This is an optimization exercise on Yosys and OpenROAD, whose aim is small area and a short achievable clock period, not a production implementation. RTL that was checked went through simulation tests only; none was proved equivalent to the original. Power is estimated from default activity; no workload was simulated.

== tundra ==
## fir13_filter
module fir13_filter(
    input wire clk,
    input wire n_rst,
    input wire signed [7:0] x_in,
    output reg signed [7:0] y_out
);
    reg signed [7:0] xr0, xr1, xr2, xr3, xr4, xr5, xr6, xr7, xr8, xr9, xr10, xr11;
    always @(posedge clk or negedge n_rst) begin
        if (!n_rst) begin
            xr0 <= 0; xr1 <= 0; xr2 <= 0; xr3 <= 0; xr4 <= 0; xr5 <= 0; xr6 <= 0; xr7 <= 0; xr8 <= 0; xr9 <= 0; xr10 <= 0; xr11 <= 0;
        end else begin
            xr0 <= x_in; xr1 <= xr0; xr2 <= xr1; xr3 <= xr2; xr4 <= xr3; xr5 <= xr4; xr6 <= xr5; xr7 <= xr6; xr8 <= xr7; xr9 <= xr8; xr10 <= xr9; xr11 <= xr10;
        end
    end
    reg [8:0] pa0, pa1, pa3, pb4, pb5;
    always @(posedge clk) begin
            pa0 <= ~($signed(x_in) + $signed(xr11));    
            pa1 <= ~($signed(xr0) + $signed(xr10));    
            pa3 <= $signed(xr2) + $signed(xr8);    
            pb4 <= $signed(xr4) + $signed(xr8);    
            pb5 <= $signed(xr5) + $signed(xr7);    
    end
    wire [7:0] x6 = xr7;    
    wire t1, t2;
    fir13_fa u_t1 (.a(pa0[0]), .b(pa0[1]), .c(pa1[0]), .s(t1), .co(t2));
    wire t3, t4;
    fir13_fa u_t3 (.a(pa0[1]), .b(pa0[2]), .c(pa1[1]), .s(t3), .co(t4));
    wire t5, t6;
    fir13_fa u_t5 (.a(pa1[3]), .b(pa1[5]), .c(pa3[0]), .s(t5), .co(t6));
    wire t7, t8;
    fir13_fa u_t7 (.a(pa0[2]), .b(pa0[3]), .c(pa1[2]), .s(t7), .co(t8));
    wire t9, t10;
  ...
export LEC_CHECK = 0
export ABC_CLOCK_PERIOD_IN_PS = 2500
export CAP_MARGIN = 20
export CORE_MARGIN = 2
export CORE_UTILIZATION = 60
export CTS_BUF_LIST = sky130_fd_sc_hd__clkbuf_16
export CTS_CLUSTER_DIAMETER = 100
export CTS_CLUSTER_SIZE = 32
export SETUP_SLACK_MARGIN = 5.0
export SLEW_MARGIN = 20
export SYNTH_HIERARCHICAL = 1
export SYNTH_MINIMUM_KEEP_SIZE = 0
create_clock -name core_clock -period 7.5 [get_ports {clk}]
run.sh (not shown) runs the stock make flow with config.mk's settings and CLKGATE_MAP_FILE= SYNTH_SCRIPT=/design/flow/synth_recipe.tcl, a recipe that flattens the netlist after the stock synthesis.
## Diff of input files: violet against tundra
--- a/flow/design.v
+++ b/flow/design.v
@@ -269,35 +269,35 @@
     fir13_fa u_t241 (.a(t177), .b(t208), .c(t209), .s(t241), .co(t242));
     wire t243, t244;
     fir13_fa u_t243 (.a(t181), .b(t210), .c(t211), .s(t243), .co(t244));
     wire t245, t246;
     fir13_fa u_t245 (.a(t182), .b(t213), .c(t212), .s(t245), .co(t246));
     wire t247, t248;
     fir13_fa u_t247 (.a(t186), .b(~t215), .c(t214), .s(t247), .co(t248));
-    wire [4:0] lo_a = {t224, t222, ~t220, t218, ~t217};
-    wire [4:0] lo_b = {t225, t223, t221, ~t219, qa[1]};
-    wire [5:0] lo_sum = {1'b0, lo_a} + {1'b0, lo_b};
-    reg [12:0] z0, z1;
+    wire [5:0] lo_a = {t226, t224, t222, ~t220, t218, ~t217};
+    wire [5:0] lo_b = {t227, t225, t223, t221, ~t219, qa[1]};
+    wire [6:0] lo_sum = {1'b0, lo_a} + {1'b0, lo_b};
+    reg [11:0] z0, z1;
     reg zc;
     always @(posedge clk) begin
-            z0 <= {1'b1, t248, t246, t244, t242, t240, t238, t236, t234, t232, t230, t228, t226};
-            z1 <= {1'b0, ~t216, t247, t245, t243, t241, t239, t237, t235, t233, t231, t229, t227};
-            zc <= lo_sum[5];
+            z0 <= {1'b1, t248, t246, t244, t242, t240, t238, t236, t234, t232, t230, t228};
+            z1 <= {1'b0, ~t216, t247, t245, t243, t241, t239, t237, t235, t233, t231, t229};
+            zc <= lo_sum[6];
     end
     reg [2:0] vld;
     always @(posedge clk or negedge n_rst) begin
         if (!n_rst)
             vld <= 3'b000;
         else
             vld <= {vld[1:0], 1'b1};
     end
-    wire [12:0] acc_hi = z0 + z1 + {12'd0, zc};
-    wire sgn = acc_hi[12];
-    wire ovf = acc_hi[12] ^ acc_hi[11];
-    wire [7:0] clip = ovf ? {sgn, {7{~sgn}}} : acc_hi[11:4];
+    wire [11:0] acc_hi = z0 + z1 + {11'd0, zc};
+    wire sgn = acc_hi[11];
+    wire ovf = acc_hi[11] ^ acc_hi[10];
+    wire [7:0] clip = ovf ? {sgn, {7{~sgn}}} : acc_hi[10:3];
     always @(posedge clk or negedge n_rst) begin
         if (!n_rst)
             y_out <= 8'd0;
         else
             y_out <= vld[2] ? clip : 8'd0;
     end
 endmodule
Worst setup slack down 0.0079 ns in violet wrt tundra
Per the comparison of violet with tundra, layout filler cell count now smaller, total vias in the final route level.
Compare tundra and violet | combinational cell fraction of total power lower: tundra
Delta (violet minus tundra): final cell count about even; total detailed-routing wirelength +530 um; sum of internal, switching and leakage power picked up an extra 0.000073 W; sequential cell area fraction in the yosys report flat.
Looking at tundra and violet, the area fraction in compound gates after synthesis is a wash.
The final layout from violet, which completed every stage, passed the timing, design-rule and antenna checks at the end of the flow.
Relative to tundra, the final cell area reported for violet is higher.
The RTL of violet was laid out without a check of its function.

fir13_filter, a different RTL version from the one above (not shown whole).
clock: 7.5 ns
lec_check: 0
abc_clock_period_in_ps: 2500
cap_margin: 20
core_margin: 2
core_utilization: 40
setup_slack_margin: 5.0
slew_margin: 20
synth_hierarchical: 1
synth_minimum_keep_size: 0
Rerun with:
--- a/flow/design.v
+++ b/flow/design.v
@@ -13,18 +13,26 @@
         end else begin
             xr0 <= x_in; xr1 <= xr0; xr2 <= xr1; xr3 <= xr2; xr4 <= xr3; xr5 <= xr4; xr6 <= xr5;
             xr7 <= xr6; xr8 <= xr7; xr9 <= xr8; xr10 <= xr9; xr11 <= xr10; xr12 <= xr11;
         end
     end
     reg [8:0] pa3, pa4, pa5, pb0, pb1;
-    always @(posedge clk) begin
+    always @(posedge clk or negedge n_rst) begin
+        if (!n_rst) begin
+            pa3 <= 9'h000;
+            pa4 <= 9'h000;
+            pa5 <= 9'h000;
+            pb0 <= 9'h1ff;
+            pb1 <= 9'h1ff;
+        end else begin
             pa3 <= $signed(xr2) + $signed(xr8);    
             pa4 <= $signed(xr3) + $signed(xr7);    
             pa5 <= $signed(xr4) + $signed(xr6);    
             pb0 <= ~($signed(xr0) + $signed(xr12));
             pb1 <= ~($signed(xr1) + $signed(xr11));
+        end
     end
     wire [7:0] x6 = xr7;    
     wire t1, t2;
     fir13_ha u_t1 (.a(pa3[0]), .b(pa3[3]), .s(t1), .co(t2));
     wire t3, t4;
     fir13_fa u_t3 (.a(pa3[1]), .b(pa3[4]), .c(pa3[6]), .s(t3), .co(t4));
@@ -140,14 +148,18 @@
     fir13_fa u_t113 (.a(t60), .b(t85), .c(t84), .s(t113), .co(t114));
     wire t115, t116;
     fir13_fa u_t115 (.a(t62), .b(~t87), .c(t86), .s(t115), .co(t116));
     wire t117 = pa5[8] ^ 1'b0 ^ ~t88;
     wire t118 = (pa5[8] & 1'b0) | (pa5[8] & ~t88) | (1'b0 & ~t88);
     reg [30:0] qa;
-    always @(posedge clk)
-        qa <= {t118, t117, t116, t115, t114, t113, t112, t111, t110, t109, t108, t107, t106, t105, t104, t103, t102, t101, t100, t99, t98, t97, t96, t95, t94, t93, t92, t91, t90, t89, pa3[0]};
+    always @(posedge clk or negedge n_rst) begin
+        if (!n_rst)
+            qa <= 31'b0101010110000100001001000101000;    
+        else
+            qa <= {t118, t117, t116, t115, t114, t113, t112, t111, t110, t109, t108, t107, t106, t105, t104, t103, t102, t101, t100, t99, t98, t97, t96, t95, t94, t93, t92, t91, t90, t89, pa3[0]};
+    end
     wire t119, t120;
     fir13_fa u_t119 (.a(pb0[0]), .b(pb0[1]), .c(pb1[0]), .s(t119), .co(t120));
     wire t121, t122;
     fir13_fa u_t121 (.a(pb0[1]), .b(pb0[2]), .c(pb1[1]), .s(t121), .co(t122));
     wire t123, t124;
     fir13_ha u_t123 (.a(pb1[3]), .b(pb1[5]), .s(t123), .co(t124));
@@ -278,38 +290,35 @@
     wire t249, t250;
     fir13_fa u_t249 (.a(t192), .b(~t219), .c(t218), .s(t249), .co(t250));
     wire t251, t252;
     fir13_fa u_t251 (.a(t194), .b(t221), .c(~t220), .s(t251), .co(t252));
     wire t253, t254;
     fir13_fa u_t253 (.a(qa[28]), .b(~qa[29]), .c(t222), .s(t253), .co(t254));
-    wire [5:0] lo_a = {t232, t230, t228, ~t226, t224, ~t223};
-    wire [5:0] lo_b = {t233, t231, t229, t227, ~t225, qa[0]};
-    wire [6:0] lo_sum = {1'b0, lo_a} + {1'b0, lo_b};
-    reg [11:0] z0, z1;
+    wire [8:0] lo_a = {t238, t236, t234, t232, t230, t228, ~t226, t224, ~t223};
+    wire [8:0] lo_b = {t239, t237, t235, t233, t231, t229, t227, ~t225, qa[0]};
+    wire [9:0] lo_sum = {1'b0, lo_a} + {1'b0, lo_b};
+    reg [8:0] z0, z1;
     reg zc;
-    always @(posedge clk) begin
-            z0 <= {1'b1, t254, t252, t250, t248, t246, t244, t242, t240, t238, t236, t234};
-            z1 <= {1'b0, ~qa[30], t253, t251, t249, t247, t245, t243, t241, t239, t237, t235};
-            zc <= lo_sum[6];
-    end
-    reg [2:0] vld;
     always @(posedge clk or negedge n_rst) begin
-        if (!n_rst)
-            vld <= 3'b000;
-        else
-            vld <= {vld[1:0], 1'b1};
+        if (!n_rst) begin
+            z0 <= 0; z1 <= 0; zc <= 0;
+        end else begin
+            z0 <= {1'b1, t254, t252, t250, t248, t246, t244, t242, t240};
+            z1 <= {1'b0, ~qa[30], t253, t251, t249, t247, t245, t243, t241};
+            zc <= lo_sum[9];
+        end
     end
-    wire [11:0] acc_hi = z0 + z1 + {11'd0, zc};
-    wire sgn = acc_hi[11];
-    wire ovf = acc_hi[11] ^ acc_hi[10];
-    wire [7:0] clip = ovf ? {sgn, {7{~sgn}}} : acc_hi[10:3];
+    wire [8:0] acc_hi = z0 + z1 + {8'd0, zc};
+    wire sgn = acc_hi[8];
+    wire ovf = acc_hi[8] ^ acc_hi[7];
+    wire [7:0] clip = ovf ? {sgn, {7{~sgn}}} : acc_hi[7:0];
     always @(posedge clk or negedge n_rst) begin
         if (!n_rst)
             y_out <= 8'd0;
         else
-            y_out <= vld[2] ? clip : 8'd0;
+            y_out <= clip;
     end
 endmodule
 module fir13_fa(input wire a, input wire b, input wire c, output wire s, output wire co);
     assign s = a ^ b ^ c;
     assign co = (a & b) | (a & c) | (b & c);
 endmodule
After rerunning: The changed run ran to the end with no violations. Sequential power is lower by about 3%. Clock power is about the same. Final cell count is higher by about 0.4%. Synthesized area is higher by about 4%. Power is higher by about 4.6%.
Function was not checked in any run of this note: the RTL went through the layout flow alone.

static timing again, ports no longer ideal:
How much do the figures lean on ideal ports? The routed layouts below were timed once more, with nothing changed but the port constraints.
Step 1, drivers: a clkbuf_16 drives clk and a buf_2 each remaining input, both assumed.
Step 2 adds t to the input delays and takes it off the output delays; t is the mean of the earliest and latest rising clock arrival at the registers after step 1. Input paths then give back, and output paths get back, about the clock's delay inside the block.
Slacks: no drivers / after step 1 / after step 2; pairs: no drivers / after step 1.
| run | t (ns) | setup WS [ns] | worst setup path at the end | clock arrival spread, ns | slew at the worst register clock pin (ns) |
|---|---|---|---|---|---|
| tundra | 0.495 | 5.034 / 4.992 / 4.577 | input to register | 0.028 / 0.029 | 0.12 / 0.12 |
| violet | 0.497 | 5.026 / 4.993 / 4.520 | input to register | 0.027 / 0.028 | 0.12 / 0.12 |
| the first run of note 2 | 0.554 | 4.820 / 4.820 / 4.820 | register to register | 0.013 / 0.013 | 0.06 / 0.06 |
| the second run of note 2 | 0.544 | 4.417 / 4.417 / 4.417 | register to register | 0.022 / 0.022 | 0.06 / 0.06 |
After both steps every run listed still meets setup and hold. The setup slack of violet, which loses most, moves by -0.033 ns with the drivers and by -0.506 ns with both steps.
